From an optimization exercise on the open Yosys and OpenROAD flow, aimed at small area, a short achievable clock period and few clock cycles per item; shortcuts taken in it are not production practice.
The RTL was checked by simulation tests, not by an equivalence proof against the original design.
No activity file was given, so power comes from the tool's default toggle rates.

File: flow/config.mk
export PLATFORM = sky130hd
export DESIGN_NAME = MUL_radix_4
export DESIGN_NICKNAME = MUL_radix_4
export VERILOG_FILES = /design/flow/design.v
export SDC_FILE = /design/flow/constraint.sdc
export NUM_CORES = 4
export LEC_CHECK = 0
export CAP_MARGIN = 20
export CORE_MARGIN = 2
export CORE_UTILIZATION = 45
export SETUP_SLACK_MARGIN = 4.3
export SLEW_MARGIN = 20
export SYNTH_HIERARCHICAL = 1
export BUFFER_PORTS_ARGS = -buffer_cell sky130_fd_sc_hd__buf_4
File: flow/constraint.sdc
create_clock -name core_clock -period 8.0 [get_ports {clock}]
set_input_delay 1.6000 -clock core_clock [delete_from_list [all_inputs] [get_ports {clock}]]
set_output_delay 1.6000 -clock core_clock [all_outputs]
set_load 0.01 [all_outputs]
File: flow/design.v
module MUL_radix_4 (
  input clock, reset,
  input flush,
  output in_ready,
  input in_valid,
  input [1:0] in_sign,
  input [31:0] in_a, in_b,
  input out_ready,
  output out_valid,
  output [63:0] out_prod
);
  reg v0, v1, v2;
  reg full;               
  wire en2 = ~v2 | out_ready;
  wire en1 = ~v1 | en2;
  wire en0 = ~v0 | en1;
  assign in_ready = ~full | out_ready;
  assign out_valid = v2;
  wire kill = reset | flush;
  wire v0n = ~kill & (en0 ? in_valid : v0);
  wire v1n = ~kill & (en1 ? v0 : v1);
  wire v2n = ~kill & (en2 ? v1 : v2);
  always @(posedge clock) begin
    v0 <= v0n;
    v1 <= v1n;
    v2 <= v2n;
    full <= v0n & v1n & v2n;
  end
  wire sa_in = in_sign[1] & in_a[31];
  wire sb_in = in_sign[0] & in_b[31];
  wire [34:0] ae_in = {{3{sa_in}}, in_a};
  wire [34:0] ae2_in = {ae_in[33:0], 1'b0};
  wire [34:0] a3_in;
  wire [34:0] tg0 = ae_in & ae2_in, tp0 = ae_in ^ ae2_in;
  wire tG1 = tg0[1] | (tp0[1] & tg0[0]); wire tP1 = tp0[1] & tp0[0];
  wire tG2 = tg0[3] | (tp0[3] & tg0[2]); wire tP2 = tp0[3] & tp0[2];
  wire tG3 = tg0[5] | (tp0[5] & tg0[4]); wire tP3 = tp0[5] & tp0[4];
  wire tG4 = tg0[7] | (tp0[7] & tg0[6]); wire tP4 = tp0[7] & tp0[6];
  wire tG5 = tg0[9] | (tp0[9] & tg0[8]); wire tP5 = tp0[9] & tp0[8];
  wire tG6 = tg0[11] | (tp0[11] & tg0[10]); wire tP6 = tp0[11] & tp0[10];
  wire tG7 = tg0[13] | (tp0[13] & tg0[12]); wire tP7 = tp0[13] & tp0[12];
  wire tG8 = tg0[15] | (tp0[15] & tg0[14]); wire tP8 = tp0[15] & tp0[14];
  wire tG9 = tg0[17] | (tp0[17] & tg0[16]); wire tP9 = tp0[17] & tp0[16];
  wire tG10 = tg0[19] | (tp0[19] & tg0[18]); wire tP10 = tp0[19] & tp0[18];
  wire tG11 = tg0[21] | (tp0[21] & tg0[20]); wire tP11 = tp0[21] & tp0[20];
  wire tG12 = tg0[23] | (tp0[23] & tg0[22]); wire tP12 = tp0[23] & tp0[22];
  wire tG13 = tg0[25] | (tp0[25] & tg0[24]); wire tP13 = tp0[25] & tp0[24];
  wire tG14 = tg0[27] | (tp0[27] & tg0[26]); wire tP14 = tp0[27] & tp0[26];
  wire tG15 = tg0[29] | (tp0[29] & tg0[28]); wire tP15 = tp0[29] & tp0[28];
  wire tG16 = tg0[31] | (tp0[31] & tg0[30]); wire tP16 = tp0[31] & tp0[30];
  wire tG17 = tg0[33] | (tp0[33] & tg0[32]); wire tP17 = tp0[33] & tp0[32];
  wire tG18 = tg0[2] | (tp0[2] & tG1); wire tP18 = tp0[2] & tP1;
  wire tG19 = tG2 | (tP2 & tG1); wire tP19 = tP2 & tP1;
  wire tG20 = tg0[6] | (tp0[6] & tG3); wire tP20 = tp0[6] & tP3;
  wire tG21 = tG4 | (tP4 & tG3); wire tP21 = tP4 & tP3;
  wire tG22 = tg0[10] | (tp0[10] & tG5); wire tP22 = tp0[10] & tP5;
  wire tG23 = tG6 | (tP6 & tG5); wire tP23 = tP6 & tP5;
  wire tG24 = tg0[14] | (tp0[14] & tG7); wire tP24 = tp0[14] & tP7;
  wire tG25 = tG8 | (tP8 & tG7); wire tP25 = tP8 & tP7;
  wire tG26 = tg0[18] | (tp0[18] & tG9); wire tP26 = tp0[18] & tP9;
  wire tG27 = tG10 | (tP10 & tG9); wire tP27 = tP10 & tP9;
  wire tG28 = tg0[22] | (tp0[22] & tG11); wire tP28 = tp0[22] & tP11;
  wire tG29 = tG12 | (tP12 & tG11); wire tP29 = tP12 & tP11;
  wire tG30 = tg0[26] | (tp0[26] & tG13); wire tP30 = tp0[26] & tP13;
  wire tG31 = tG14 | (tP14 & tG13); wire tP31 = tP14 & tP13;
  wire tG32 = tg0[30] | (tp0[30] & tG15); wire tP32 = tp0[30] & tP15;
  wire tG33 = tG16 | (tP16 & tG15); wire tP33 = tP16 & tP15;
  wire tG34 = tg0[34] | (tp0[34] & tG17); wire tP34 = tp0[34] & tP17;
  wire tG35 = tg0[4] | (tp0[4] & tG19); wire tP35 = tp0[4] & tP19;
  wire tG36 = tG3 | (tP3 & tG19); wire tP36 = tP3 & tP19;
  wire tG37 = tG20 | (tP20 & tG19); wire tP37 = tP20 & tP19;
  wire tG38 = tG21 | (tP21 & tG19); wire tP38 = tP21 & tP19;
  wire tG39 = tg0[12] | (tp0[12] & tG23); wire tP39 = tp0[12] & tP23;
  wire tG40 = tG7 | (tP7 & tG23); wire tP40 = tP7 & tP23;
  wire tG41 = tG24 | (tP24 & tG23); wire tP41 = tP24 & tP23;
  wire tG42 = tG25 | (tP25 & tG23); wire tP42 = tP25 & tP23;
  wire tG43 = tg0[20] | (tp0[20] & tG27); wire tP43 = tp0[20] & tP27;
  wire tG44 = tG11 | (tP11 & tG27); wire tP44 = tP11 & tP27;
  wire tG45 = tG28 | (tP28 & tG27); wire tP45 = tP28 & tP27;
  wire tG46 = tG29 | (tP29 & tG27); wire tP46 = tP29 & tP27;
  wire tG47 = tg0[28] | (tp0[28] & tG31); wire tP47 = tp0[28] & tP31;
  wire tG48 = tG15 | (tP15 & tG31); wire tP48 = tP15 & tP31;
  wire tG49 = tG32 | (tP32 & tG31); wire tP49 = tP32 & tP31;
  wire tG50 = tG33 | (tP33 & tG31); wire tP50 = tP33 & tP31;
  wire tG51 = tg0[8] | (tp0[8] & tG38); wire tP51 = tp0[8] & tP38;
  wire tG52 = tG5 | (tP5 & tG38); wire tP52 = tP5 & tP38;
  wire tG53 = tG22 | (tP22 & tG38); wire tP53 = tP22 & tP38;
  wire tG54 = tG23 | (tP23 & tG38); wire tP54 = tP23 & tP38;
  wire tG55 = tG39 | (tP39 & tG38); wire tP55 = tP39 & tP38;
  wire tG56 = tG40 | (tP40 & tG38); wire tP56 = tP40 & tP38;
  wire tG57 = tG41 | (tP41 & tG38); wire tP57 = tP41 & tP38;
  wire tG58 = tG42 | (tP42 & tG38); wire tP58 = tP42 & tP38;
  wire tG59 = tg0[24] | (tp0[24] & tG46); wire tP59 = tp0[24] & tP46;
  wire tG60 = tG13 | (tP13 & tG46); wire tP60 = tP13 & tP46;
  wire tG61 = tG30 | (tP30 & tG46); wire tP61 = tP30 & tP46;
  wire tG62 = tG31 | (tP31 & tG46); wire tP62 = tP31 & tP46;
  wire tG63 = tG47 | (tP47 & tG46); wire tP63 = tP47 & tP46;
  wire tG64 = tG48 | (tP48 & tG46); wire tP64 = tP48 & tP46;
  wire tG65 = tG49 | (tP49 & tG46); wire tP65 = tP49 & tP46;
  wire tG66 = tG50 | (tP50 & tG46); wire tP66 = tP50 & tP46;
  wire tG67 = tg0[16] | (tp0[16] & tG58); wire tP67 = tp0[16] & tP58;
  wire tG68 = tG9 | (tP9 & tG58); wire tP68 = tP9 & tP58;
  wire tG69 = tG26 | (tP26 & tG58); wire tP69 = tP26 & tP58;
  wire tG70 = tG27 | (tP27 & tG58); wire tP70 = tP27 & tP58;
  wire tG71 = tG43 | (tP43 & tG58); wire tP71 = tP43 & tP58;
  wire tG72 = tG44 | (tP44 & tG58); wire tP72 = tP44 & tP58;
  wire tG73 = tG45 | (tP45 & tG58); wire tP73 = tP45 & tP58;
  wire tG74 = tG46 | (tP46 & tG58); wire tP74 = tP46 & tP58;
  wire tG75 = tG59 | (tP59 & tG58); wire tP75 = tP59 & tP58;
  wire tG76 = tG60 | (tP60 & tG58); wire tP76 = tP60 & tP58;
  wire tG77 = tG61 | (tP61 & tG58); wire tP77 = tP61 & tP58;
  wire tG78 = tG62 | (tP62 & tG58); wire tP78 = tP62 & tP58;
  wire tG79 = tG63 | (tP63 & tG58); wire tP79 = tP63 & tP58;
  wire tG80 = tG64 | (tP64 & tG58); wire tP80 = tP64 & tP58;
  wire tG81 = tG65 | (tP65 & tG58); wire tP81 = tP65 & tP58;
  wire tG82 = tG66 | (tP66 & tG58); wire tP82 = tP66 & tP58;
  wire tG83 = tg0[32] | (tp0[32] & tG82); wire tP83 = tp0[32] & tP82;
  wire tG84 = tG17 | (tP17 & tG82); wire tP84 = tP17 & tP82;
  wire tG85 = tG34 | (tP34 & tG82); wire tP85 = tP34 & tP82;
  assign a3_in = {tp0[34] ^ tG84, tp0[33] ^ tG83, tp0[32] ^ tG82, tp0[31] ^ tG81, tp0[30] ^ tG80, tp0[29] ^ tG79, tp0[28] ^ tG78, tp0[27] ^ tG77, tp0[26] ^ tG76, tp0[25] ^ tG75, tp0[24] ^ tG74, tp0[23] ^ tG73, tp0[22] ^ tG72, tp0[21] ^ tG71, tp0[20] ^ tG70, tp0[19] ^ tG69, tp0[18] ^ tG68, tp0[17] ^ tG67, tp0[16] ^ tG58, tp0[15] ^ tG57, tp0[14] ^ tG56, tp0[13] ^ tG55, tp0[12] ^ tG54, tp0[11] ^ tG53, tp0[10] ^ tG52, tp0[9] ^ tG51, tp0[8] ^ tG38, tp0[7] ^ tG37, tp0[6] ^ tG36, tp0[5] ^ tG35, tp0[4] ^ tG19, tp0[3] ^ tG18, tp0[2] ^ tG1, tp0[1] ^ tg0[0], tp0[0]};
  wire [35:0] bx_in = {{3{sb_in}}, in_b, 1'b0};    
  reg [32:0] a;           
  reg [34:0] a3;          
  reg [10:0] neg, sel1, sel2, sel3, sel4;
  wire [10:0] neg_in, sel1_in, sel2_in, sel3_in, sel4_in;
  genvar j;
  generate for (j = 0; j < 11; j = j + 1) begin : g_rec
    wire x3 = bx_in[3*j+3], x2 = bx_in[3*j+2], x1 = bx_in[3*j+1], x0 = bx_in[3*j];
    wire y2 = x2 ^ x3, y1 = x1 ^ x3, y0 = x0 ^ x3;
    assign neg_in[j] = x3;
    assign sel1_in[j] = ~y2 & (y1 ^ y0);
    assign sel2_in[j] = (~y2 & y1 & y0) | (y2 & ~y1 & ~y0);
    assign sel3_in[j] = y2 & (y1 ^ y0);
    assign sel4_in[j] = y2 & y1 & y0;
  end endgenerate
  always @(posedge clock) begin
    if (en0) begin
      a <= ae_in[32:0];
      a3 <= a3_in;
      neg <= neg_in;
      sel1 <= sel1_in;
      sel2 <= sel2_in;
      sel3 <= sel3_in;
      sel4 <= sel4_in;
    end
  end
  wire [34:0] m1 = {{2{a[32]}}, a};
  wire [34:0] m2 = {a[32], a, 1'b0};
  wire [34:0] m4 = {a, 2'b0};
  wire [34:0] pp [0:10];
  generate for (j = 0; j < 11; j = j + 1) begin : g_pp
    assign pp[j] = (({35{sel1[j]}} & m1) | ({35{sel2[j]}} & m2) |
                    ({35{sel3[j]}} & a3) | ({35{sel4[j]}} & m4)) ^ {35{neg[j]}};
  end endgenerate
  wire s1, k2;
  wire s3, k4;
  wire s5, k6;
  wire s7, k8;
  wire s9, k10;
  wire s11, k12;
  wire s13, k14;
  wire s15, k16;
  wire s17, k18;
  wire s19, k20;
  wire s21, k22;
  wire s23, k24;
  wire s25, k26;
  wire s27, k28;
  wire s29, k30;
  wire s31, k32;
  wire s33, k34;
  wire s35, k36;
  wire s37, k38;
  wire s39, k40;
  wire s41, k42;
  wire s43, k44;
  wire s45, k46;
  wire s47, k48;
  wire s49, k50;
  wire s51, k52;
  wire s53, k54;
  wire s55, k56;
  wire s57, k58;
  wire s59, k60;
  wire s61, k62;
  wire s63, k64;
  wire s65, k66;
  wire s67, k68;
  wire s69, k70;
  wire s71, k72;
  wire s73, k74;
  wire s75, k76;
  wire s77, k78;
  wire s79, k80;
  wire s81, k82;
  wire s83, k84;
  wire s85, k86;
  wire s87, k88;
  wire s89, k90;
  wire s91, k92;
  wire s93, k94;
  wire s95, k96;
  wire s97, k98;
  wire s99, k100;
  wire s101, k102;
  wire s103, k104;
  wire s105, k106;
  wire s107, k108;
  wire s109, k110;
  wire s111, k112;
  wire s113, k114;
  wire s115, k116;
  wire s117, k118;
  wire s119, k120;
  wire s121, k122;
  wire s123, k124;
  wire s125, k126;
  wire s127, k128;
  wire s129, k130;
  wire s131, k132;
  wire s133, k134;
  wire s135, k136;
  wire s137, k138;
  wire s139, k140;
  wire s141, k142;
  wire s143, k144;
  wire s145, k146;
  wire s147, k148;
  wire s149, k150;
  wire s151, k152;
  wire s153, k154;
  wire s155, k156;
  wire s157, k158;
  wire s159, k160;
  wire s161, k162;
  wire s163, k164;
  wire s165, k166;
  wire s167, k168;
  wire s169, k170;
  wire s171, k172;
  wire s173, k174;
  wire s175, k176;
  wire s177, k178;
  wire s179, k180;
  wire s181, k182;
  wire s183, k184;
  wire s185, k186;
  wire s187, k188;
  wire s189, k190;
  wire s191, k192;
  wire s193, k194;
  wire s195, k196;
  wire s197, k198;
  wire s199, k200;
  wire s201, k202;
  wire s203, k204;
  wire s205, k206;
  wire s207, k208;
  wire s209, k210;
  wire s211, k212;
  wire s213, k214;
  wire s215, k216;
  wire s217, k218;
  wire s219, k220;
  wire s221, k222;
  wire s223, k224;
  wire s225, k226;
  wire s227, k228;
  wire s229, k230;
  wire s231, k232;
  wire s233, k234;
  wire s235, k236;
  wire s237, k238;
  wire s239, k240;
  wire s241, k242;
  wire s243, k244;
  wire s245, k246;
  wire s247, k248;
  wire s249, k250;
  wire s251, k252;
  wire s253, k254;
  wire s255, k256;
  wire s257, k258;
  wire s259, k260;
  wire s261, k262;
  wire s263, k264;
  wire s265, k266;
  wire s267, k268;
  wire s269, k270;
  wire s271, k272;
  wire s273, k274;
  wire s275, k276;
  wire s277, k278;
  wire s279, k280;
  wire s281, k282;
  wire s283, k284;
  wire s285, k286;
  wire s287, k288;
  wire s289, k290;
  wire s291, k292;
  wire s293, k294;
  wire s295, k296;
  wire s297, k298;
  wire s299, k300;
  wire s301, k302;
  wire s303, k304;
  wire s305, k306;
  wire s307, k308;
  wire s309, k310;
  wire s311, k312;
  wire s313, k314;
  wire s315, k316;
  wire s317, k318;
  wire s319, k320;
  wire s321, k322;
  wire s323, k324;
  wire s325, k326;
  wire s327, k328;
  wire s329, k330;
  wire s331, k332;
  wire s333, k334;
  wire s335, k336;
  wire s337, k338;
  wire s339, k340;
  wire s341, k342;
  wire s343, k344;
  wire s345, k346;
  wire s347, k348;
  wire s349, k350;
  wire s351, k352;
  wire s353, k354;
  wire s355, k356;
  wire s357, k358;
  wire s359, k360;
  wire s361, k362;
  wire s363, k364;
  wire s365, k366;
  wire s367, k368;
  wire s369, k370;
  wire s371, k372;
  wire s373, k374;
  wire s375, k376;
  wire s377, k378;
  wire s379, k380;
  wire s381, k382;
  wire s383, k384;
  wire s385, k386;
  wire s387, k388;
  wire s389, k390;
  wire s391, k392;
  wire s393, k394;
  wire s395, k396;
  wire s397, k398;
  wire s399, k400;
  wire s401, k402;
  wire s403, k404;
  wire s405, k406;
  wire s407, k408;
  wire s409, k410;
  wire s411, k412;
  wire s413, k414;
  wire s415, k416;
  wire s417, k418;
  wire s419, k420;
  wire s421, k422;
  wire s423, k424;
  wire s425, k426;
  wire s427, k428;
  wire s429, k430;
  wire s431, k432;
  wire s433, k434;
  wire s435, k436;
  wire s437, k438;
  wire s439, k440;
  wire s441, k442;
  wire s443, k444;
  wire s445, k446;
  wire s447, k448;
  wire s449, k450;
  wire s451, k452;
  wire s453, k454;
  wire s455, k456;
  wire s457, k458;
  wire s459, k460;
  wire s461, k462;
  wire s463, k464;
  wire s465, k466;
  wire s467, k468;
  wire s469, k470;
  wire s471, k472;
  wire s473, k474;
  wire s475, k476;
  wire s477, k478;
  wire s479, k480;
  wire s481, k482;
  wire s483, k484;
  wire s485, k486;
  wire s487, k488;
  wire s489, k490;
  wire s491, k492;
  wire s493, k494;
  wire s495, k496;
  wire s497, k498;
  wire s499, k500;
  wire s501, k502;
  wire s503, k504;
  wire s505, k506;
  wire s507, k508;
  wire s509, k510;
  wire s511, k512;
  wire s513, k514;
  wire s515, k516;
  wire s517, k518;
  wire s519, k520;
  wire s521, k522;
  wire s523, k524;
  wire s525, k526;
  wire s527, k528;
  wire s529, k530;
  wire s531, k532;
  wire s533, k534;
  wire s535, k536;
  wire s537, k538;
  wire s539, k540;
  wire s541, k542;
  wire s543, k544;
  wire s545, k546;
  wire s547, k548;
  wire s549, k550;
  wire s551, k552;
  wire s553, k554;
  wire s555, k556;
  wire s557, k558;
  wire s559, k560;
  wire s561, k562;
  wire s563, k564;
  wire s565, k566;
  wire s567, k568;
  wire s569, k570;
  wire s571, k572;
  wire s573, k574;
  wire s575, k576;
  wire s577, k578;
  wire s579, k580;
  wire s581, k582;
  wire s583, k584;
  wire s585, k586;
  wire s587, k588;
  wire s589, k590;
  wire s591, k592;
  wire s593, k594;
  wire s595, k596;
  wire s597, k598;
  wire s599, k600;
  wire s601, k602;
  wire s603, k604;
  wire s605, k606;
  wire s607, k608;
  wire s609, k610;
  wire s611, k612;
  wire s613, k614;
  mul_ha us1 (neg[1], pp[0][3], s1, k2);
  mul_ha us3 (pp[0][4], pp[1][1], s3, k4);
  mul_ha us5 (pp[0][5], pp[1][2], s5, k6);
  mul_fa us7 (neg[2], pp[0][6], pp[1][3], s7, k8);
  mul_ha us9 (pp[2][0], k6, s9, k10);
  mul_fa us11 (pp[0][7], pp[1][4], pp[2][1], s11, k12);
  mul_ha us13 (k8, s11, s13, k14);
  mul_fa us15 (pp[0][8], pp[1][5], pp[2][2], s15, k16);
  mul_ha us17 (k12, s15, s17, k18);
  mul_fa us19 (neg[3], pp[0][9], pp[1][6], s19, k20);
  mul_fa us21 (pp[2][3], pp[3][0], k16, s21, k22);
  mul_ha us23 (s19, k18, s23, k24);
  mul_fa us25 (pp[0][10], pp[1][7], pp[2][4], s25, k26);
  mul_fa us27 (pp[3][1], k20, s25, s27, k28);
  mul_ha us29 (k22, s27, s29, k30);
  mul_fa us31 (pp[0][11], pp[1][8], pp[2][5], s31, k32);
  mul_fa us33 (pp[3][2], k26, s31, s33, k34);
  mul_ha us35 (k28, s33, s35, k36);
  mul_fa us37 (neg[4], pp[0][12], pp[1][9], s37, k38);
  mul_fa us39 (pp[2][6], pp[3][3], pp[4][0], s39, k40);
  mul_fa us41 (k32, s37, s39, s41, k42);
  mul_ha us43 (k34, s41, s43, k44);
  mul_fa us45 (pp[0][13], pp[1][10], pp[2][7], s45, k46);
  mul_fa us47 (pp[3][4], pp[4][1], k38, s47, k48);
  mul_fa us49 (k40, s45, k42, s49, k50);
  mul_ha us51 (s47, k44, s51, k52);
  mul_fa us53 (pp[0][14], pp[1][11], pp[2][8], s53, k54);
  mul_fa us55 (pp[3][5], pp[4][2], k46, s55, k56);
  mul_fa us57 (s53, k48, s55, s57, k58);
  mul_ha us59 (k50, s57, s59, k60);
  mul_fa us61 (neg[5], pp[0][15], pp[1][12], s61, k62);
  mul_fa us63 (pp[2][9], pp[3][6], pp[4][3], s63, k64);
  mul_fa us65 (pp[5][0], k54, s61, s65, k66);
  mul_fa us67 (s63, k56, s65, s67, k68);
  mul_ha us69 (k58, s67, s69, k70);
  mul_fa us71 (pp[0][16], pp[1][13], pp[2][10], s71, k72);
  mul_fa us73 (pp[3][7], pp[4][4], pp[5][1], s73, k74);
  mul_fa us75 (k62, k64, s71, s75, k76);
  mul_fa us77 (s73, k66, s75, s77, k78);
  mul_ha us79 (k68, s77, s79, k80);
  mul_fa us81 (pp[0][17], pp[1][14], pp[2][11], s81, k82);
  mul_fa us83 (pp[3][8], pp[4][5], pp[5][2], s83, k84);
  mul_fa us85 (k72, k74, s81, s85, k86);
  mul_fa us87 (s83, k76, s85, s87, k88);
  mul_ha us89 (k78, s87, s89, k90);
  mul_fa us91 (neg[6], pp[0][18], pp[1][15], s91, k92);
  mul_fa us93 (pp[2][12], pp[3][9], pp[4][6], s93, k94);
  mul_fa us95 (pp[5][3], pp[6][0], k82, s95, k96);
  mul_fa us97 (k84, s91, s93, s97, k98);
  mul_fa us99 (k86, s95, s97, s99, k100);
  mul_ha us101 (k88, s99, s101, k102);
  mul_fa us103 (pp[0][19], pp[1][16], pp[2][13], s103, k104);
  mul_fa us105 (pp[3][10], pp[4][7], pp[5][4], s105, k106);
  mul_fa us107 (pp[6][1], k92, k94, s107, k108);
  mul_fa us109 (s103, s105, k96, s109, k110);
  mul_fa us111 (k98, s107, s109, s111, k112);
  mul_ha us113 (k100, k102, s113, k114);
  mul_fa us115 (pp[0][20], pp[1][17], pp[2][14], s115, k116);
  mul_fa us117 (pp[3][11], pp[4][8], pp[5][5], s117, k118);
  mul_fa us119 (pp[6][2], k104, k106, s119, k120);
  mul_fa us121 (s115, s117, k108, s121, k122);
  mul_fa us123 (s119, k110, s121, s123, k124);
  mul_ha us125 (k112, s123, s125, k126);
  mul_fa us127 (neg[7], pp[0][21], pp[1][18], s127, k128);
  mul_fa us129 (pp[2][15], pp[3][12], pp[4][9], s129, k130);
  mul_fa us131 (pp[5][6], pp[6][3], pp[7][0], s131, k132);
  mul_fa us133 (k116, k118, s127, s133, k134);
  mul_fa us135 (s129, s131, k120, s135, k136);
  mul_fa us137 (s133, k122, s135, s137, k138);
  mul_ha us139 (k124, s137, s139, k140);
  mul_fa us141 (pp[0][22], pp[1][19], pp[2][16], s141, k142);
  mul_fa us143 (pp[3][13], pp[4][10], pp[5][7], s143, k144);
  mul_fa us145 (pp[6][4], pp[7][1], k128, s145, k146);
  mul_fa us147 (k130, k132, s141, s147, k148);
  mul_fa us149 (s143, k134, s145, s149, k150);
  mul_fa us151 (s147, k136, s149, s151, k152);
  mul_fa us153 (pp[0][23], pp[1][20], pp[2][17], s153, k154);
  mul_fa us155 (pp[3][14], pp[4][11], pp[5][8], s155, k156);
  mul_fa us157 (pp[6][5], pp[7][2], k142, s157, k158);
  mul_fa us159 (k144, s153, s155, s159, k160);
  mul_fa us161 (k146, k148, s157, s161, k162);
  mul_ha us163 (s159, k150, s163, k164);
  mul_fa us165 (neg[8], pp[0][24], pp[1][21], s165, k166);
  mul_fa us167 (pp[2][18], pp[3][15], pp[4][12], s167, k168);
  mul_fa us169 (pp[5][9], pp[6][6], pp[7][3], s169, k170);
  mul_fa us171 (pp[8][0], k154, k156, s171, k172);
  mul_fa us173 (s165, s167, s169, s173, k174);
  mul_fa us175 (k158, k160, s171, s175, k176);
  mul_ha us177 (s173, k162, s177, k178);
  mul_fa us179 (pp[0][25], pp[1][22], pp[2][19], s179, k180);
  mul_fa us181 (pp[3][16], pp[4][13], pp[5][10], s181, k182);
  mul_fa us183 (pp[6][7], pp[7][4], pp[8][1], s183, k184);
  mul_fa us185 (k166, k168, k170, s185, k186);
  mul_fa us187 (s179, s181, s183, s187, k188);
  mul_fa us189 (k172, k174, s185, s189, k190);
  mul_ha us191 (s187, k176, s191, k192);
  mul_fa us193 (pp[0][26], pp[1][23], pp[2][20], s193, k194);
  mul_fa us195 (pp[3][17], pp[4][14], pp[5][11], s195, k196);
  mul_fa us197 (pp[6][8], pp[7][5], pp[8][2], s197, k198);
  mul_fa us199 (k180, k182, k184, s199, k200);
  mul_fa us201 (s193, s195, s197, s201, k202);
  mul_fa us203 (k186, k188, s199, s203, k204);
  mul_ha us205 (s201, k190, s205, k206);
  mul_fa us207 (neg[9], pp[0][27], pp[1][24], s207, k208);
  mul_fa us209 (pp[2][21], pp[3][18], pp[4][15], s209, k210);
  mul_fa us211 (pp[5][12], pp[6][9], pp[7][6], s211, k212);
  mul_fa us213 (pp[8][3], pp[9][0], k194, s213, k214);
  mul_fa us215 (k196, k198, s207, s215, k216);
  mul_fa us217 (s209, s211, k200, s217, k218);
  mul_fa us219 (k202, s213, s215, s219, k220);
  mul_ha us221 (k204, s217, s221, k222);
  mul_fa us223 (pp[0][28], pp[1][25], pp[2][22], s223, k224);
  mul_fa us225 (pp[3][19], pp[4][16], pp[5][13], s225, k226);
  mul_fa us227 (pp[6][10], pp[7][7], pp[8][4], s227, k228);
  mul_fa us229 (pp[9][1], k208, k210, s229, k230);
  mul_fa us231 (k212, s223, s225, s231, k232);
  mul_fa us233 (s227, k214, k216, s233, k234);
  mul_fa us235 (s229, s231, k218, s235, k236);
  mul_ha us237 (k220, s233, s237, k238);
  mul_fa us239 (pp[0][29], pp[1][26], pp[2][23], s239, k240);
  mul_fa us241 (pp[3][20], pp[4][17], pp[5][14], s241, k242);
  mul_fa us243 (pp[6][11], pp[7][8], pp[8][5], s243, k244);
  mul_fa us245 (pp[9][2], k224, k226, s245, k246);
  mul_fa us247 (k228, s239, s241, s247, k248);
  mul_fa us249 (s243, k230, k232, s249, k250);
  mul_fa us251 (s245, s247, k234, s251, k252);
  mul_ha us253 (s249, k236, s253, k254);
  mul_fa us255 (neg[10], pp[0][30], pp[1][27], s255, k256);
  mul_fa us257 (pp[2][24], pp[3][21], pp[4][18], s257, k258);
  mul_fa us259 (pp[5][15], pp[6][12], pp[7][9], s259, k260);
  mul_fa us261 (pp[8][6], pp[9][3], pp[10][0], s261, k262);
  mul_fa us263 (k240, k242, k244, s263, k264);
  mul_fa us265 (s255, s257, s259, s265, k266);
  mul_fa us267 (s261, k246, k248, s267, k268);
  mul_fa us269 (s263, s265, k250, s269, k270);
  mul_ha us271 (s267, k252, s271, k272);
  mul_fa us273 (pp[0][31], pp[1][28], pp[2][25], s273, k274);
  mul_fa us275 (pp[3][22], pp[4][19], pp[5][16], s275, k276);
  mul_fa us277 (pp[6][13], pp[7][10], pp[8][7], s277, k278);
  mul_fa us279 (pp[9][4], pp[10][1], k256, s279, k280);
  mul_fa us281 (k258, k260, k262, s281, k282);
  mul_fa us283 (s273, s275, s277, s283, k284);
  mul_fa us285 (k264, k266, s279, s285, k286);
  mul_fa us287 (s281, s283, k268, s287, k288);
  mul_ha us289 (s285, k270, s289, k290);
  mul_fa us291 (pp[0][32], pp[1][29], pp[2][26], s291, k292);
  mul_fa us293 (pp[3][23], pp[4][20], pp[5][17], s293, k294);
  mul_fa us295 (pp[6][14], pp[7][11], pp[8][8], s295, k296);
  mul_fa us297 (pp[9][5], pp[10][2], k274, s297, k298);
  mul_fa us299 (k276, k278, s291, s299, k300);
  mul_fa us301 (s293, s295, k280, s301, k302);
  mul_fa us303 (k282, k284, s297, s303, k304);
  mul_fa us305 (s299, k286, s301, s305, k306);
  mul_ha us307 (s303, k288, s307, k308);
  mul_fa us309 (pp[0][33], pp[1][30], pp[2][27], s309, k310);
  mul_fa us311 (pp[3][24], pp[4][21], pp[5][18], s311, k312);
  mul_fa us313 (pp[6][15], pp[7][12], pp[8][9], s313, k314);
  mul_fa us315 (pp[9][6], pp[10][3], k292, s315, k316);
  mul_fa us317 (k294, k296, s309, s317, k318);
  mul_fa us319 (s311, s313, k298, s319, k320);
  mul_fa us321 (k300, s315, s317, s321, k322);
  mul_fa us323 (k302, k304, s319, s323, k324);
  mul_ha us325 (s321, k306, s325, k326);
  mul_fa us327 (pp[1][31], pp[2][28], pp[3][25], s327, k328);
  mul_fa us329 (pp[4][22], pp[5][19], pp[6][16], s329, k330);
  mul_fa us331 (pp[7][13], pp[8][10], pp[9][7], s331, k332);
  mul_fa us333 (pp[10][4], pp[0][34], k310, s333, k334);
  mul_fa us335 (k312, k314, s327, s335, k336);
  mul_fa us337 (s329, s331, k316, s337, k338);
  mul_fa us339 (k318, s333, s335, s339, k340);
  mul_fa us341 (k320, s337, k322, s341, k342);
  mul_ha us343 (s339, k324, s343, k344);
  mul_fa us345 (pp[2][29], pp[3][26], pp[4][23], s345, k346);
  mul_fa us347 (pp[5][20], pp[6][17], pp[7][14], s347, k348);
  mul_fa us349 (pp[8][11], pp[9][8], pp[10][5], s349, k350);
  mul_fa us351 (~pp[0][34], ~pp[1][32], k328, s351, k352);
  mul_fa us353 (k330, k332, s345, s353, k354);
  mul_fa us355 (s347, s349, k334, s355, k356);
  mul_fa us357 (k336, s351, s353, s357, k358);
  mul_fa us359 (k338, s355, k340, s359, k360);
  mul_ha us361 (s357, k342, s361, k362);
  mul_fa us363 (pp[2][30], pp[3][27], pp[4][24], s363, k364);
  mul_fa us365 (pp[5][21], pp[6][18], pp[7][15], s365, k366);
  mul_fa us367 (pp[8][12], pp[9][9], pp[10][6], s367, k368);
  mul_fa us369 (pp[1][32], ~pp[1][33], k346, s369, k370);
  mul_fa us371 (k348, k350, s363, s371, k372);
  mul_fa us373 (s365, s367, k352, s373, k374);
  mul_fa us375 (k354, s369, s371, s375, k376);
  mul_fa us377 (k356, s373, k358, s377, k378);
  mul_ha us379 (s375, k360, s379, k380);
  mul_fa us381 (~pp[1][34], pp[2][31], pp[3][28], s381, k382);
  mul_fa us383 (pp[4][25], pp[5][22], pp[6][19], s383, k384);
  mul_fa us385 (pp[7][16], pp[8][13], pp[9][10], s385, k386);
  mul_fa us387 (pp[10][7], pp[1][33], k364, s387, k388);
  mul_fa us389 (k366, k368, s381, s389, k390);
  mul_fa us391 (s383, s385, k370, s391, k392);
  mul_fa us393 (k372, s387, s389, s393, k394);
  mul_fa us395 (k374, s391, k376, s395, k396);
  mul_ha us397 (s393, k378, s397, k398);
  mul_fa us399 (pp[3][29], pp[4][26], pp[5][23], s399, k400);
  mul_fa us401 (pp[6][20], pp[7][17], pp[8][14], s401, k402);
  mul_fa us403 (pp[9][11], pp[10][8], ~pp[2][32], s403, k404);
  mul_fa us405 (k382, k384, k386, s405, k406);
  mul_fa us407 (s399, s401, s403, s407, k408);
  mul_fa us409 (k388, k390, s405, s409, k410);
  mul_fa us411 (s407, k392, k394, s411, k412);
  mul_ha us413 (s409, k396, s413, k414);
  mul_fa us415 (pp[3][30], pp[4][27], pp[5][24], s415, k416);
  mul_fa us417 (pp[6][21], pp[7][18], pp[8][15], s417, k418);
  mul_fa us419 (pp[9][12], pp[10][9], pp[2][32], s419, k420);
  mul_fa us421 (~pp[2][33], k400, k402, s421, k422);
  mul_fa us423 (k404, s415, s417, s423, k424);
  mul_fa us425 (s419, k406, k408, s425, k426);
  mul_fa us427 (s421, s423, k410, s427, k428);
  mul_ha us429 (s425, k412, s429, k430);
  mul_fa us431 (~pp[2][34], pp[3][31], pp[4][28], s431, k432);
  mul_fa us433 (pp[5][25], pp[6][22], pp[7][19], s433, k434);
  mul_fa us435 (pp[8][16], pp[9][13], pp[10][10], s435, k436);
  mul_fa us437 (pp[2][33], k416, k418, s437, k438);
  mul_fa us439 (k420, s431, s433, s439, k440);
  mul_fa us441 (s435, k422, k424, s441, k442);
  mul_fa us443 (s437, s439, k426, s443, k444);
  mul_ha us445 (s441, k428, s445, k446);
  mul_fa us447 (pp[4][29], pp[5][26], pp[6][23], s447, k448);
  mul_fa us449 (pp[7][20], pp[8][17], pp[9][14], s449, k450);
  mul_fa us451 (pp[10][11], ~pp[3][32], k432, s451, k452);
  mul_fa us453 (k434, k436, s447, s453, k454);
  mul_fa us455 (s449, k438, k440, s455, k456);
  mul_fa us457 (s451, s453, k442, s457, k458);
  mul_ha us459 (s455, k444, s459, k460);
  mul_fa us461 (pp[4][30], pp[5][27], pp[6][24], s461, k462);
  mul_fa us463 (pp[7][21], pp[8][18], pp[9][15], s463, k464);
  mul_fa us465 (pp[10][12], pp[3][32], ~pp[3][33], s465, k466);
  mul_fa us467 (k448, k450, s461, s467, k468);
  mul_fa us469 (s463, s465, k452, s469, k470);
  mul_fa us471 (k454, s467, k456, s471, k472);
  mul_ha us473 (s469, k458, s473, k474);
  mul_fa us475 (~pp[3][34], pp[4][31], pp[5][28], s475, k476);
  mul_fa us477 (pp[6][25], pp[7][22], pp[8][19], s477, k478);
  mul_fa us479 (pp[9][16], pp[10][13], pp[3][33], s479, k480);
  mul_fa us481 (k462, k464, k466, s481, k482);
  mul_fa us483 (s475, s477, s479, s483, k484);
  mul_fa us485 (k468, s481, s483, s485, k486);
  mul_ha us487 (k470, s485, s487, k488);
  mul_fa us489 (pp[5][29], pp[6][26], pp[7][23], s489, k490);
  mul_fa us491 (pp[8][20], pp[9][17], pp[10][14], s491, k492);
  mul_fa us493 (~pp[4][32], k476, k478, s493, k494);
  mul_fa us495 (k480, s489, s491, s495, k496);
  mul_fa us497 (k482, k484, s493, s497, k498);
  mul_fa us499 (s495, k486, s497, s499, k500);
  mul_fa us501 (pp[5][30], pp[6][27], pp[7][24], s501, k502);
  mul_fa us503 (pp[8][21], pp[9][18], pp[10][15], s503, k504);
  mul_fa us505 (pp[4][32], ~pp[4][33], k490, s505, k506);
  mul_fa us507 (k492, s501, s503, s507, k508);
  mul_fa us509 (k494, k496, s505, s509, k510);
  mul_fa us511 (s507, k498, s509, s511, k512);
  mul_fa us513 (~pp[4][34], pp[5][31], pp[6][28], s513, k514);
  mul_fa us515 (pp[7][25], pp[8][22], pp[9][19], s515, k516);
  mul_fa us517 (pp[10][16], pp[4][33], k502, s517, k518);
  mul_fa us519 (k504, s513, s515, s519, k520);
  mul_fa us521 (k506, k508, s517, s521, k522);
  mul_fa us523 (s519, k510, s521, s523, k524);
  mul_fa us525 (pp[6][29], pp[7][26], pp[8][23], s525, k526);
  mul_fa us527 (pp[9][20], pp[10][17], ~pp[5][32], s527, k528);
  mul_fa us529 (k514, k516, s525, s529, k530);
  mul_fa us531 (s527, k518, k520, s531, k532);
  mul_fa us533 (s529, k522, s531, s533, k534);
  mul_fa us535 (pp[6][30], pp[7][27], pp[8][24], s535, k536);
  mul_fa us537 (pp[9][21], pp[10][18], pp[5][32], s537, k538);
  mul_fa us539 (~pp[5][33], k526, k528, s539, k540);
  mul_fa us541 (s535, s537, k530, s541, k542);
  mul_fa us543 (s539, k532, s541, s543, k544);
  mul_fa us545 (~pp[5][34], pp[6][31], pp[7][28], s545, k546);
  mul_fa us547 (pp[8][25], pp[9][22], pp[10][19], s547, k548);
  mul_fa us549 (pp[5][33], k536, k538, s549, k550);
  mul_fa us551 (s545, s547, k540, s551, k552);
  mul_fa us553 (s549, k542, s551, s553, k554);
  mul_fa us555 (pp[7][29], pp[8][26], pp[9][23], s555, k556);
  mul_fa us557 (pp[10][20], ~pp[6][32], k546, s557, k558);
  mul_fa us559 (k548, s555, k550, s559, k560);
  mul_fa us561 (s557, k552, s559, s561, k562);
  mul_fa us563 (pp[7][30], pp[8][27], pp[9][24], s563, k564);
  mul_fa us565 (pp[10][21], pp[6][32], ~pp[6][33], s565, k566);
  mul_fa us567 (k556, s563, s565, s567, k568);
  mul_fa us569 (k558, s567, k560, s569, k570);
  mul_fa us571 (~pp[6][34], pp[7][31], pp[8][28], s571, k572);
  mul_fa us573 (pp[9][25], pp[10][22], pp[6][33], s573, k574);
  mul_fa us575 (k564, k566, s571, s575, k576);
  mul_fa us577 (s573, k568, s575, s577, k578);
  mul_fa us579 (pp[8][29], pp[9][26], pp[10][23], s579, k580);
  mul_fa us581 (~pp[7][32], k572, k574, s581, k582);
  mul_fa us583 (s579, k576, s581, s583, k584);
  mul_fa us585 (pp[8][30], pp[9][27], pp[10][24], s585, k586);
  mul_fa us587 (pp[7][32], ~pp[7][33], k580, s587, k588);
  mul_fa us589 (s585, k582, s587, s589, k590);
  mul_fa us591 (~pp[7][34], pp[8][31], pp[9][28], s591, k592);
  mul_fa us593 (pp[10][25], pp[7][33], k586, s593, k594);
  mul_fa us595 (s591, k588, s593, s595, k596);
  mul_fa us597 (pp[9][29], pp[10][26], ~pp[8][32], s597, k598);
  mul_fa us599 (k592, s597, k594, s599, k600);
  mul_fa us601 (pp[9][30], pp[10][27], pp[8][32], s601, k602);
  mul_fa us603 (~pp[8][33], k598, s601, s603, k604);
  mul_fa us605 (~pp[8][34], pp[9][31], pp[10][28], s605, k606);
  mul_fa us607 (pp[8][33], k602, s605, s607, k608);
  mul_fa us609 (pp[10][29], ~pp[9][32], k606, s609, k610);
  mul_fa us611 (pp[10][30], pp[9][32], ~pp[9][33], s611, k612);
  mul_fa us613 (~pp[9][34], pp[10][31], pp[9][33], s613, k614);
  reg [63:0] c0, c1, c2;
  always @(posedge clock) begin
    if (en1) begin
      c0[0] <= pp[0][0];
      c1[0] <= neg[0];
      c0[1] <= pp[0][1];
      c0[2] <= pp[0][2];
      c0[3] <= pp[1][0];
      c1[3] <= s1;
      c0[4] <= k2;
      c1[4] <= s3;
      c0[5] <= k4;
      c1[5] <= s5;
      c0[6] <= s7;
      c1[6] <= s9;
      c0[7] <= k10;
      c1[7] <= s13;
      c0[8] <= k14;
      c1[8] <= s17;
      c0[9] <= s21;
      c1[9] <= s23;
      c0[10] <= k24;
      c1[10] <= s29;
      c0[11] <= k30;
      c1[11] <= s35;
      c0[12] <= k36;
      c1[12] <= s43;
      c0[13] <= s49;
      c1[13] <= s51;
      c0[14] <= k52;
      c1[14] <= s59;
      c0[15] <= k60;
      c1[15] <= s69;
      c0[16] <= k70;
      c1[16] <= s79;
      c0[17] <= k80;
      c1[17] <= s89;
      c0[18] <= k90;
      c1[18] <= s101;
      c0[19] <= s111;
      c1[19] <= s113;
      c0[20] <= k114;
      c1[20] <= s125;
      c0[21] <= k126;
      c1[21] <= s139;
      c0[22] <= k138;
      c1[22] <= k140;
      c2[22] <= s151;
      c0[23] <= s161;
      c1[23] <= k152;
      c2[23] <= s163;
      c0[24] <= s175;
      c1[24] <= k164;
      c2[24] <= s177;
      c0[25] <= s189;
      c1[25] <= k178;
      c2[25] <= s191;
      c0[26] <= s203;
      c1[26] <= k192;
      c2[26] <= s205;
      c0[27] <= s219;
      c1[27] <= k206;
      c2[27] <= s221;
      c0[28] <= k222;
      c1[28] <= s235;
      c2[28] <= s237;
      c0[29] <= k238;
      c1[29] <= s251;
      c2[29] <= s253;
      c0[30] <= s269;
      c1[30] <= k254;
      c2[30] <= s271;
      c0[31] <= s287;
      c1[31] <= k272;
      c2[31] <= s289;
      c0[32] <= s305;
      c1[32] <= k290;
      c2[32] <= s307;
      c0[33] <= s323;
      c1[33] <= k308;
      c2[33] <= s325;
      c0[34] <= s341;
      c1[34] <= k326;
      c2[34] <= s343;
      c0[35] <= s359;
      c1[35] <= k344;
      c2[35] <= s361;
      c0[36] <= s377;
      c1[36] <= k362;
      c2[36] <= s379;
      c0[37] <= s395;
      c1[37] <= k380;
      c2[37] <= s397;
      c0[38] <= s411;
      c1[38] <= k398;
      c2[38] <= s413;
      c0[39] <= s427;
      c1[39] <= k414;
      c2[39] <= s429;
      c0[40] <= s443;
      c1[40] <= k430;
      c2[40] <= s445;
      c0[41] <= s457;
      c1[41] <= k446;
      c2[41] <= s459;
      c0[42] <= s471;
      c1[42] <= k460;
      c2[42] <= s473;
      c0[43] <= k472;
      c1[43] <= k474;
      c2[43] <= s487;
      c0[44] <= k488;
      c1[44] <= s499;
      c0[45] <= k500;
      c1[45] <= s511;
      c0[46] <= k512;
      c1[46] <= s523;
      c0[47] <= k524;
      c1[47] <= s533;
      c0[48] <= k534;
      c1[48] <= s543;
      c0[49] <= k544;
      c1[49] <= s553;
      c0[50] <= k554;
      c1[50] <= s561;
      c0[51] <= k562;
      c1[51] <= s569;
      c0[52] <= k570;
      c1[52] <= s577;
      c0[53] <= k578;
      c1[53] <= s583;
      c0[54] <= k584;
      c1[54] <= s589;
      c0[55] <= k590;
      c1[55] <= s595;
      c0[56] <= k596;
      c1[56] <= s599;
      c0[57] <= k600;
      c1[57] <= s603;
      c0[58] <= k604;
      c1[58] <= s607;
      c0[59] <= k608;
      c1[59] <= s609;
      c0[60] <= k610;
      c1[60] <= s611;
      c0[61] <= k612;
      c1[61] <= s613;
      c0[62] <= k614;
      c1[62] <= ~pp[10][32];
      c0[63] <= pp[10][32];
      c1[63] <= ~pp[10][33];
    end
  end
  wire [63:0] r0 = {c0[63], c0[62], c0[61], c0[60], c0[59], c0[58], c0[57], c0[56], c0[55], c0[54], c0[53], c0[52], c0[51], c0[50], c0[49], c0[48], c0[47], c0[46], c0[45], c0[44], c0[43], c0[42], c0[41], c0[40], c0[39], c0[38], c0[37], c0[36], c0[35], c0[34], c0[33], c0[32], c0[31], c0[30], c0[29], c0[28], c0[27], c0[26], c0[25], c0[24], c0[23], c0[22], c0[21], c0[20], c0[19], c0[18], c0[17], c0[16], c0[15], c0[14], c0[13], c0[12], c0[11], c0[10], c0[9], c0[8], c0[7], c0[6], c0[5], c0[4], c0[3], c0[2], c0[1], c0[0]};
  wire [63:0] r1 = {c1[63], c1[62], c1[61], c1[60], c1[59], c1[58], c1[57], c1[56], c1[55], c1[54], c1[53], c1[52], c1[51], c1[50], c1[49], c1[48], c1[47], c1[46], c1[45], c1[44], c1[43], c1[42], c1[41], c1[40], c1[39], c1[38], c1[37], c1[36], c1[35], c1[34], c1[33], c1[32], c1[31], c1[30], c1[29], c1[28], c1[27], c1[26], c1[25], c1[24], c1[23], c1[22], c1[21], c1[20], c1[19], c1[18], c1[17], c1[16], c1[15], c1[14], c1[13], c1[12], c1[11], c1[10], c1[9], c1[8], c1[7], c1[6], c1[5], c1[4], c1[3], 1'b0, 1'b0, c1[0]};
  wire [63:0] r2 = {1'b0, 1'b0, 1'b0, 1'b0, 1'b0, 1'b0, 1'b0, 1'b0, 1'b0, 1'b0, 1'b0, 1'b0, 1'b0, 1'b0, 1'b0, 1'b0, 1'b0, 1'b0, 1'b0, 1'b0, c2[43], c2[42], c2[41], c2[40], c2[39], c2[38], c2[37], c2[36], c2[35], c2[34], c2[33], c2[32], c2[31], c2[30], c2[29], c2[28], c2[27], c2[26], c2[25], c2[24], c2[23], c2[22], 1'b0, 1'b0, 1'b0, 1'b0, 1'b0, 1'b0, 1'b0, 1'b0, 1'b0, 1'b0, 1'b0, 1'b0, 1'b0, 1'b0, 1'b0, 1'b0, 1'b0, 1'b0, 1'b0, 1'b0, 1'b0, 1'b0};
  wire s615, k616;
  wire s617, k618;
  wire s619, k620;
  wire s621, k622;
  wire s623, k624;
  wire s625, k626;
  wire s627, k628;
  wire s629, k630;
  wire s631, k632;
  wire s633, k634;
  wire s635, k636;
  wire s637, k638;
  wire s639, k640;
  wire s641, k642;
  wire s643, k644;
  wire s645, k646;
  wire s647, k648;
  wire s649, k650;
  wire s651, k652;
  wire s653, k654;
  wire s655, k656;
  wire s657, k658;
  wire s659, k660;
  wire s661, k662;
  wire s663, k664;
  wire s665, k666;
  wire s667, k668;
  wire s669, k670;
  wire s671, k672;
  wire s673, k674;
  wire s675, k676;
  wire s677, k678;
  wire s679, k680;
  wire s681, k682;
  wire s683, k684;
  wire s685, k686;
  wire s687, k688;
  wire s689, k690;
  wire s691, k692;
  wire s693, k694;
  wire s695, k696;
  wire s697, k698;
  mul_ha us615 (c0[22], c1[22], s615, k616);
  mul_fa us617 (c0[23], c1[23], c2[23], s617, k618);
  mul_fa us619 (c0[24], c1[24], c2[24], s619, k620);
  mul_fa us621 (c0[25], c1[25], c2[25], s621, k622);
  mul_fa us623 (c0[26], c1[26], c2[26], s623, k624);
  mul_fa us625 (c0[27], c1[27], c2[27], s625, k626);
  mul_fa us627 (c0[28], c1[28], c2[28], s627, k628);
  mul_fa us629 (c0[29], c1[29], c2[29], s629, k630);
  mul_fa us631 (c0[30], c1[30], c2[30], s631, k632);
  mul_fa us633 (c0[31], c1[31], c2[31], s633, k634);
  mul_fa us635 (c0[32], c1[32], c2[32], s635, k636);
  mul_fa us637 (c0[33], c1[33], c2[33], s637, k638);
  mul_fa us639 (c0[34], c1[34], c2[34], s639, k640);
  mul_fa us641 (c0[35], c1[35], c2[35], s641, k642);
  mul_fa us643 (c0[36], c1[36], c2[36], s643, k644);
  mul_fa us645 (c0[37], c1[37], c2[37], s645, k646);
  mul_fa us647 (c0[38], c1[38], c2[38], s647, k648);
  mul_fa us649 (c0[39], c1[39], c2[39], s649, k650);
  mul_fa us651 (c0[40], c1[40], c2[40], s651, k652);
  mul_fa us653 (c0[41], c1[41], c2[41], s653, k654);
  mul_fa us655 (c0[42], c1[42], c2[42], s655, k656);
  mul_fa us657 (c0[43], c1[43], c2[43], s657, k658);
  mul_ha us659 (c0[44], c1[44], s659, k660);
  mul_ha us661 (c0[45], c1[45], s661, k662);
  mul_ha us663 (c0[46], c1[46], s663, k664);
  mul_ha us665 (c0[47], c1[47], s665, k666);
  mul_ha us667 (c0[48], c1[48], s667, k668);
  mul_ha us669 (c0[49], c1[49], s669, k670);
  mul_ha us671 (c0[50], c1[50], s671, k672);
  mul_ha us673 (c0[51], c1[51], s673, k674);
  mul_ha us675 (c0[52], c1[52], s675, k676);
  mul_ha us677 (c0[53], c1[53], s677, k678);
  mul_ha us679 (c0[54], c1[54], s679, k680);
  mul_ha us681 (c0[55], c1[55], s681, k682);
  mul_ha us683 (c0[56], c1[56], s683, k684);
  mul_ha us685 (c0[57], c1[57], s685, k686);
  mul_ha us687 (c0[58], c1[58], s687, k688);
  mul_ha us689 (c0[59], c1[59], s689, k690);
  mul_ha us691 (c0[60], c1[60], s691, k692);
  mul_ha us693 (c0[61], c1[61], s693, k694);
  mul_ha us695 (c0[62], c1[62], s695, k696);
  mul_ha us697 (c0[63], c1[63], s697, k698);
  wire [63:0] ra = {k696, k694, k692, k690, k688, k686, k684, k682, k680, k678, k676, k674, k672, k670, k668, k666, k664, k662, k660, k658, k656, k654, k652, k650, k648, k646, k644, k642, k640, k638, k636, k634, k632, k630, k628, k626, k624, k622, k620, k618, k616, c2[22], c0[21], c0[20], c0[19], c0[18], c0[17], c0[16], c0[15], c0[14], c0[13], c0[12], c0[11], c0[10], c0[9], c0[8], c0[7], c0[6], c0[5], c0[4], c0[3], c0[2], c0[1], c0[0]};
  wire [63:0] rb = {s697, s695, s693, s691, s689, s687, s685, s683, s681, s679, s677, s675, s673, s671, s669, s667, s665, s663, s661, s659, s657, s655, s653, s651, s649, s647, s645, s643, s641, s639, s637, s635, s633, s631, s629, s627, s625, s623, s621, s619, s617, s615, c1[21], c1[20], c1[19], c1[18], c1[17], c1[16], c1[15], c1[14], c1[13], c1[12], c1[11], c1[10], c1[9], c1[8], c1[7], c1[6], c1[5], c1[4], c1[3], 1'b0, 1'b0, c1[0]};
  wire [63:0] sum = ra + rb;
  reg [63:0] prod;
  always @(posedge clock) begin
    if (en2) prod <= sum;
  end
  assign out_prod = prod;
endmodule
module mul_fa (input x, y, z, output s, c);
  assign s = x ^ y ^ z;
  assign c = (x & y) | (x & z) | (y & z);
endmodule
module mul_ha (input x, y, output s, c);
  assign s = x ^ y;
  assign c = x & y;
endmodule
File: flow/flow/run.sh
#!/bin/bash
# The standard layout (standard.sh, unchanged synthesis), with the port buffers that
# buffer_ports inserts made plain buf_4 cells instead of its default delay-cell choice.
set -euo pipefail
echo 'export BUFFER_PORTS_ARGS = -buffer_cell sky130_fd_sc_hd__buf_4' >> config.mk
bash standard.sh > standard.log 2>&1
File: flow/standard.sh
#!/bin/bash
# synth_recipe.tcl (not shown) runs the flow's synth.tcl, then flattens the netlist and writes it again
# the make line also repeats each setting of config.mk as NAME=value (left out here)
make -C /OpenROAD-flow-scripts/flow DESIGN_CONFIG=/design/flow/config.mk WORK_HOME=/design/flow/orfs CLKGATE_MAP_FILE= SYNTH_SCRIPT=/design/flow/synth_recipe.tcl "${@:-finish}"
==> summary.md, run 1 <==
| Metric | Value |
|---|---|
| Port Buffers | 136 |
| Register area | 10100 sq um |
| Hold Path Class | flip-flop to flip-flop |
| Nets | 3544 |
| Status | timing/DRC/antenna clean |
| Least-Margin Pin Slew | 0.917 ns |
| CP max FO | 17 |
| Initial Util | 45.3% |
| DR vias/cell | 7.04 |
| Largest net degree at the start of global routing | 77 |
| Synthesized cell area | 33600 sq um |
| Reg2Reg Setup Slack | 4.20 ns |
| Top_reg_cell synth | edfxtp_1 |
| CORE AREA | 74200 sq um |
| Reg-to-reg critical path endpoint | c1[20] |
| 1st-pass router iterations | 10 |
| CP required | 8.33 ns |
| Power per cell area | 447 nW/um^2 |
| Syn avg cell area | 11.0 sq um |
| Syn Nets | 3562 |
| Worst setup path endpoint | c1[20] |
| Worst slew margin | 38.8% |
| Slew Viols, Final | 0 |
| Synth Warn # | 7 |
| Crit start category | flip-flop |
| Antenna violations before repair | 3 |
| Element type at the critical path end | flip-flop |
| DR vias | 28343 |
| Drt drc | 0 |
| Max VDD drop | 0.245 mV |
| Area fraction in and, or, nand and nor cells after synthesis | 4.82% |
| Clock Latency Late Sink | 0.59 ns |
| Worst Path Arrival | 4.13 ns |
| CTS tree | built |
| Cell Chain, Critical Path | buf_4, buf_4, clkbuf_16, a22o_1, a221oi_2, xnor2_1, fa_2, fa_2, fa_2, ha_1 |
| First-pass GRT wire length | 182 mm |
| Maximum clock insertion buffer count | 3 |
| Biggest cell delay along the critical path | 0.62 ns |
| P_leak | 14.7 nW |
| Area after DPL | 35000 sq um |
| Mux contribution to synthesized area | 0% |
| Total Routing Usage GR | 31.2% |
| #FFs+latches synth | 337 |
| CP delay by family, top | adder cells |
| Final setup violating endpoints | 0 |
| Final WS setup | 4.20 ns |
| Crit path buf inv count | 3 |
| RR Startpoint | sel3[4] |
| Final WL | 128 mm |
| Minimum clock period after layout | 3.80 ns |
| Synth unique cells | 68 |
| Period utilisation layout | 47.5% |
| Async SR Flop Fraction | 0% |
| Num rows | 100 |
| P&R area growth vs syn | 18.3% |
| Final Cell Area | 39800 sq um |
| Antenna-violating nets left | 0 |
| Cell depth of the worst flop-to-flop path | 10 |
| GRT overflow | 0 |
| H-tree level count | 2 |
| Synth Area in Compound Gates | 23.9% |
| EDFF count, synth | 333 |
| Post-Synth Adder-Cell Area | 23.1% |
| Synth top area cells | edfxtp_1 30%, fa_1 17%, xnor2_1 11%, a221oi_1 8.7%, a22o_1 8.6% |
| Synth Area in XOR/XNOR | 12.8% |
| Fraction of layout cells with a size suffix above 1 | 25.3% |
| Placer congestion estimate | 0.924 |
| Multi-input gate area | 23500 sq um |
| Most frequent cell after synthesis | xnor2_1 |
| Clock skew | 0.0411 ns |
| Main combinational cell family by area after synthesis | compound AO/OA/AOI/OAI gates |
| Root buffer cell | clkbuf_16 |
| Final Hold Viols | 0 |
| Final HPWL DP | 75.1 mm |
| Commonest cells post-synth | 417 x xnor2_1, 401 x clkbuf_1, 334 x a221oi_1 |
| Crit-path most repeated cell | fa_2 |
| CP max-delay cell | fa_2 |
| # hold bufs at CTS | 0 |
| Die Span X | 277 um |
| # fillers | 6297 |
| Total negative setup slack | 0 ns |
| Max capacitance violation total | 0 |
| Cell taking the most area after synthesis | edfxtp_1 |
| Area share of the largest cell type after synthesis | 29.7% |
| Worst Setup Slack post-DPL | 3.37 ns |
| CTS sink count | 337 |
| Die H | 277 um |
| Cells after synthesis | 3044 |
| Crit path depth | 10 |
| Register area share after synthesis | 30.0% |
| WL/cell | 31.7 um |
| Achievable frequency | 0.263 GHz |
| I/O pins | 137 |
| Critical Path Start | sel3[4] |
| Initial DRC Count | 4120 |
| Vias in the first global route | 27812 |
| RSZ-0062 raised after global routing | true |
| Critical path class | flip-flop to flip-flop |
| DIE AREA | 76900 sq um |
| Reg clk slew, reported paths | 0.06 ns |
| CTS Buf Count | 40 |
==> modules after synthesis, one instance, submodules excluded <==
module | flip-flops and latches | cell area, sq um
mul_ha | 0 | 12.5
mul_fa | 0 | 20.0
MUL_radix_4 | 337 | 27100
==> worst min-delay path, stage by stage, from the launching register on <==
cell,delay (ns)
dfxtp_1,0.32
nor2_1,0.11
nor3_1,0.05
==> through the flow <==
step / hold WS (ns) / power, mW / cells / util (%)
final: 0.526 / 17.8 / 4027 / 53.6
after global routing: 0.545 / 19.0 / 4026 / 53.6
after CTS: 0.517 / 16.8 / 3987 / 51.4
after detailed placement: 0.508 / 14.5 / 3817 / 47.2
after global placement: 0.487 / 14.4 / 3817 / 47.2
after floorplan: 0.424 / 10.8 / 3044 / -
==> worst min-delay path by stage <==
stage | slack [ns] | to | start | depth (start not counted)
after floorplan | 0.42 | c1[0] | neg[0] | 0
after global placement | 0.49 | v2 | v1 | 2
after detailed placement | 0.51 | v2 | v1 | 2
after CTS | 0.52 | v2 | v1 | 2
after global routing | 0.55 | v2 | v1 | 2
final | 0.53 | v2 | v1 | 2
==> layer usage <==
layer  share of wire (%)  global-route usage, %  vias up
met5               0.090                      0        -
met4                 5.6                   12.8        6
met3                  15                   11.6      576
met2                  40                   43.9     2278
met1                  39                   43.1    13933
li1                    -                      -    11550
==> where the power goes <==
| part | internal, mW | switching [mW] | total [mW] |
|---|---|---|---|
| clock network | 1.03 | 0.746 | 1.78 |
| registers | 3.37 | 0.232 | 3.60 |
| logic | 5.29 | 7.12 | 12.4 |
==> final cells by class <==
type / instances / area share [%]
tap: 969 / 3.05
clock buffer: 54 / 2.75
multi-input combinational: 2229 / 59.0
timing repair buffer: 369 / 8.95
inverter: 49 / 0.472
sequential: 337 / 25.3
antenna: 1 / 0.00629
clock inverter: 19 / 0.418
==> flip-flops by register name, indices dropped and copies added, names as in the netlist, 11 cells and up <==
signal and flops:
c1 62, sel2 11, neg 11, c2 22
a3 35, sel3 11, sel1 11, a 31
prod 64, sel4 11, c0 64
==> logic make-up after synthesis <==
kind of cell | after synthesis
AO/OA/AOI/OAI | 995
XOR/XNOR | 490
adder cells (fa/ha/maj) | 447
buffers and inverters | 478
flip-flops | 337
AND/OR/NAND/NOR | 297
==> what timing repair did <==
item | CTS | global route
hold endpoints to repair | 0 | 0
resized for setup | 209 | 251
setup buffers | 94 | 28
pin swaps | 55 | 119
cloned | 3 | 11
setup endpoints to repair | 73 | 73
==> cell usage in the layout (no fill, tap or decap), types with 11 or more instances in the layout <==
cell,netlist,routed
a21oi_1,86,77
ha_4,0,13
a22oi_1,31,30
nand3b_1,11,11
buf_6,2,45
nor2_1,42,42
buf_4,0,278
clkbuf_1,401,12
o21ai_1,14,12
nand2_1,82,81
clkbuf_16,0,53
nand4_1,33,33
nand4b_1,11,11
a221oi_1,334,177
ha_1,155,137
a222oi_1,11,11
nand2b_1,18,18
a31oi_1,12,11
o21ai_0,59,57
nand3_1,21,20
a22o_1,332,332
o21bai_1,17,17
fa_2,0,107
inv_1,48,46
xnor2_1,417,412
buf_12,0,24
edfxtp_1,333,333
a221oi_2,2,156
xor2_1,73,69
a21o_1,42,42
nor2b_1,26,25
fa_1,292,185
Testbench counts, summed over its fixed seeds: cycles 536, items 512.
==> run 2, diff against run 1 <==
--- a/flow/config.mk
+++ b/flow/config.mk
@@ -8,7 +8,8 @@
 export CAP_MARGIN = 20
 export CORE_MARGIN = 2
-export CORE_UTILIZATION = 45
+export CORE_UTILIZATION = 55
 export SETUP_SLACK_MARGIN = 4.3
 export SLEW_MARGIN = 20
 export SYNTH_HIERARCHICAL = 1
+export TNS_END_PERCENT = 10
 export BUFFER_PORTS_ARGS = -buffer_cell sky130_fd_sc_hd__buf_4
==> run 2 against run 1 <==
  * Synthesized area stayed put
  * Cell count fell by 5.3%
  * Worst setup slack worse by 0.073 ns
  * Sequential power barely moved
  * Synthesized cell count unchanged
  * Largest cell class unchanged
  * Clock power is 2% lower
  * Still clean on timing, DRC and antenna
  * First-iteration DRC count fell by 6.2%
  * Core utilization grew 10 points
==> summary.md, run 2 <==
| Metric | Value |
|---|---|
| Area share of the largest cell type after synthesis | 29.7% |
| Initial DRC Count | 3866 |
| Reg power frac | 20.9% |
| Reg-to-reg critical path endpoint | c2[31] |
| Most frequent cell after synthesis | xnor2_1 |
| Achievable frequency | 0.258 GHz |
| Hold Path Class | flip-flop to flip-flop |
| 1st-pass router iterations | 7 |
| WL/cell | 31.4 um |
| # fillers | 4784 |
| Cell depth of the worst flop-to-flop path | 9 |
| Least-Margin Pin Slew | 0.986 ns |
| Sw Ratio | 45.2% |
| P_int | 9.42 mW |
| Power per cell area | 448 nW/um^2 |
| Die Span X | 251 um |
| Num rows | 90 |
| Placer congestion estimate | 0.937 |
| CP max-delay cell | fa_2 |
| Final Cell Area | 38400 sq um |
| Final WL | 120 mm |
| Biggest cell delay along the critical path | 0.52 ns |
| DR vias | 28148 |
| GRT overflow | 0 |
| Reg2Reg Setup Slack | 4.13 ns |
| Final HPWL DP | 72.0 mm |
| Syn avg cell area | 11.0 sq um |
| Cells after DPL | 3627 |
| Drt drc | 0 |
| Antenna-violating nets left | 0 |
| Reg clk slew, reported paths | 0.06 ns |
| CTS tree | built |
| Port Buffers | 136 |
| #FFs+latches synth | 337 |
| Maximum clock insertion buffer count | 3 |
| Worst hold start | v1 |
| P&R area growth vs syn | 14.2% |
| Final setup violating endpoints | 0 |
| Max capacitance violation total | 0 |
| CP max FO | 33 |
| Period utilisation layout | 48.4% |
| Async SR Flop Fraction | 0% |
| RSZ-0062 raised after global routing | true |
| Max VDD drop | 0.217 mV |
| Register area | 10100 sq um |
| Worst hold slack | 0.521 ns |
| First-pass GRT wire length | 175 mm |
| Antenna violations before repair | 3 |
| EDFF count, synth | 333 |
| Synthesized cell area | 33600 sq um |
| Crit start category | flip-flop |
| Clock power frac | 10.1% |
| Total negative setup slack | 0 ns |
| Worst Setup Slack post-DPL | 3.06 ns |
| Post-Route Utilization | 63.6% |
| Comb pwr share | 69.0% |
| RR Startpoint | a[23] |
| Synth top area cells | edfxtp_1 30%, fa_1 17%, xnor2_1 11%, a221oi_1 8.7%, a22o_1 8.6% |
| Synth Warn # | 7 |
| Multi-input gate area | 22800 sq um |
| Clock skew | 0.0274 ns |
| Final Hold Viols | 0 |
| Cell Chain, Critical Path | buf_8, a22o_1, a221oi_1, xnor2_1, fa_2, fa_1, fa_1, fa_2, ha_1 |
| Critical path class | flip-flop to flip-flop |
| CP required | 8.31 ns |
| Most frequent cells in the layout | 412 x xnor2_1, 333 x edfxtp_1, 332 x a22o_1 |
| DR vias/cell | 7.38 |
| P_sw | 7.79 mW |
| Status | timing/DRC/antenna clean |
| Register area share after synthesis | 30.0% |
| Root buffer cell | clkbuf_16 |
| CORE AREA | 60400 sq um |
| Slew Viols, Final | 0 |
| DIE AREA | 63100 sq um |
| WHS Endpoint | v2 |
| Synth unique cells | 68 |
| Fraction of layout cells with a size suffix above 1 | 19.8% |
| Regs by FF count | c0 x64, prod x64, c1 x62 |
| Cell taking the most area after synthesis | edfxtp_1 |
| Top_reg_cell synth | edfxtp_1 |
| Vias in the first global route | 27404 |
| Nets | 3521 |
| Largest net degree at the start of global routing | 82 |
| Initial Util | 55.7% |
| Die H | 251 um |
| Worst Path Arrival | 4.18 ns |
| Minimum clock period after layout | 3.87 ns |
| Final WS setup | 4.13 ns |
| Clock Latency Late Sink | 0.57 ns |
| Element type at the critical path end | flip-flop |
| CTS sink count | 337 |
| I/O pins | 137 |
| Area after DPL | 34700 sq um |
| # hold bufs at CTS | 0 |
| Worst slew margin | 34.3% |
| Total Routing Usage GR | 36.7% |
| Cells after synthesis | 3044 |
| CTS Buf Count | 39 |
| Total power | 17.2 mW |
| Most common cell after layout, fill and taps aside | xnor2_1 |
| P_leak | 14.4 nW |
| Final Non-Filler Cells | 3813 |
| H-tree level count | 2 |
| Syn Nets | 3562 |
| Commonest cells post-synth | 417 x xnor2_1, 401 x clkbuf_1, 334 x a221oi_1 |
| Hold Crit Depth | 2 |
## run 2: cell counts after synthesis
No cell type changed its count.
## run 2: kinds of logic after synthesis
group	count (synthesis)	share of synthesized area, %
compound gates	995	23.9
xor+xnor	490	12.8
fa+ha+maj	447	23.1
buf+inv	478	5.41
flops	337	30.0
simple gates	297	4.82
## run 2: worst max path at each step
stage,startpoint,endpoint,cells past startpoint
after floorplan,out_ready,c0[0],3
after global placement,in_a[4],a3[33],14
after detailed placement,in_a[4],a3[33],14
after CTS,in_a[6],a3[33],13
after global routing,c1[24],prod[61],12
final,a[23],c2[31],9
## run 2: area by class of cell
cell class	count	share of cell area [%]
flip-flops and latches	337	26.3
clock inverters	24	0.609
diodes	1	0.00652
clock buffers	44	2.59
repair buffers	347	8.22
multi-input cells	2229	59.3
inverters	49	0.489
well taps	782	2.55
## run 2: worst max-delay path, delay by kind of cell (launching register included)
kind	cells	cell delay (ns)
flops	1	0.40
xor+xnor	1	0.21
compound gates	2	0.56
fa+ha+maj	5	2.21
buf+inv	1	0.22
## run 2: repair_timing
item                                    4_1_cts  5_1_grt
endpoints found under the setup margin       80       77
gates cloned                                  3        2
gates resized for setup                     153      146
pin swaps                                    41       59
buffers inserted                             93       19
## run 2: modules after synthesis (local to each module, per instance)
module	flops+latches	cell area, sq um
mul_fa	0	20.0
mul_ha	0	12.5
MUL_radix_4	337	27100
## run 2: layer usage
metal | part of all wire (%) | GRT usage, %
met3 | 16 | 15.6
met1 | 39 | 50.3
met4 | 5.3 | 14.9
met2 | 40 | 51.0
met5 | 0.11 | 0.309
## run 2: power groups by stage
stage | Sequential (mW) | Combinational, mW | Clock [mW]
after CTS | 3.62 | 11.1 | 1.79
after floorplan | 3.66 | 7.09 | 0
after detailed placement | 3.83 | 10.6 | 0
after global placement | 3.81 | 10.4 | 0
after global routing | 3.66 | 12.8 | 1.85
final | 3.60 | 11.9 | 1.74

afterwards: timing with drivers on the ports:
Ports are ideal in the flow. The routed layouts listed here were re-timed in OpenROAD. Step 1 assumes that a clkbuf_16 drives the clock port and a buf_2 every other input. Step 2, shift: input delay + t, output delay - t, t = (earliest + latest rising clock arrival at the registers) / 2. This alone moves slack from input paths to output paths. Slacks: ideal / step 1 / step 2; pairs: ideal / step 1.
run	t (ns)	slack for setup (ns)	worst setup path at the end	cell pins on the clock port's net
run 1	0.634	4.203 / 4.203 / 3.727	input to register	1
run 2	0.623	4.129 / 4.129 / 3.639	input to register	1
After both steps every run listed still meets setup and hold. For run 2, which loses most, drivers alone change the setup slack by 0.000 ns; drivers and shift together by -0.490 ns.
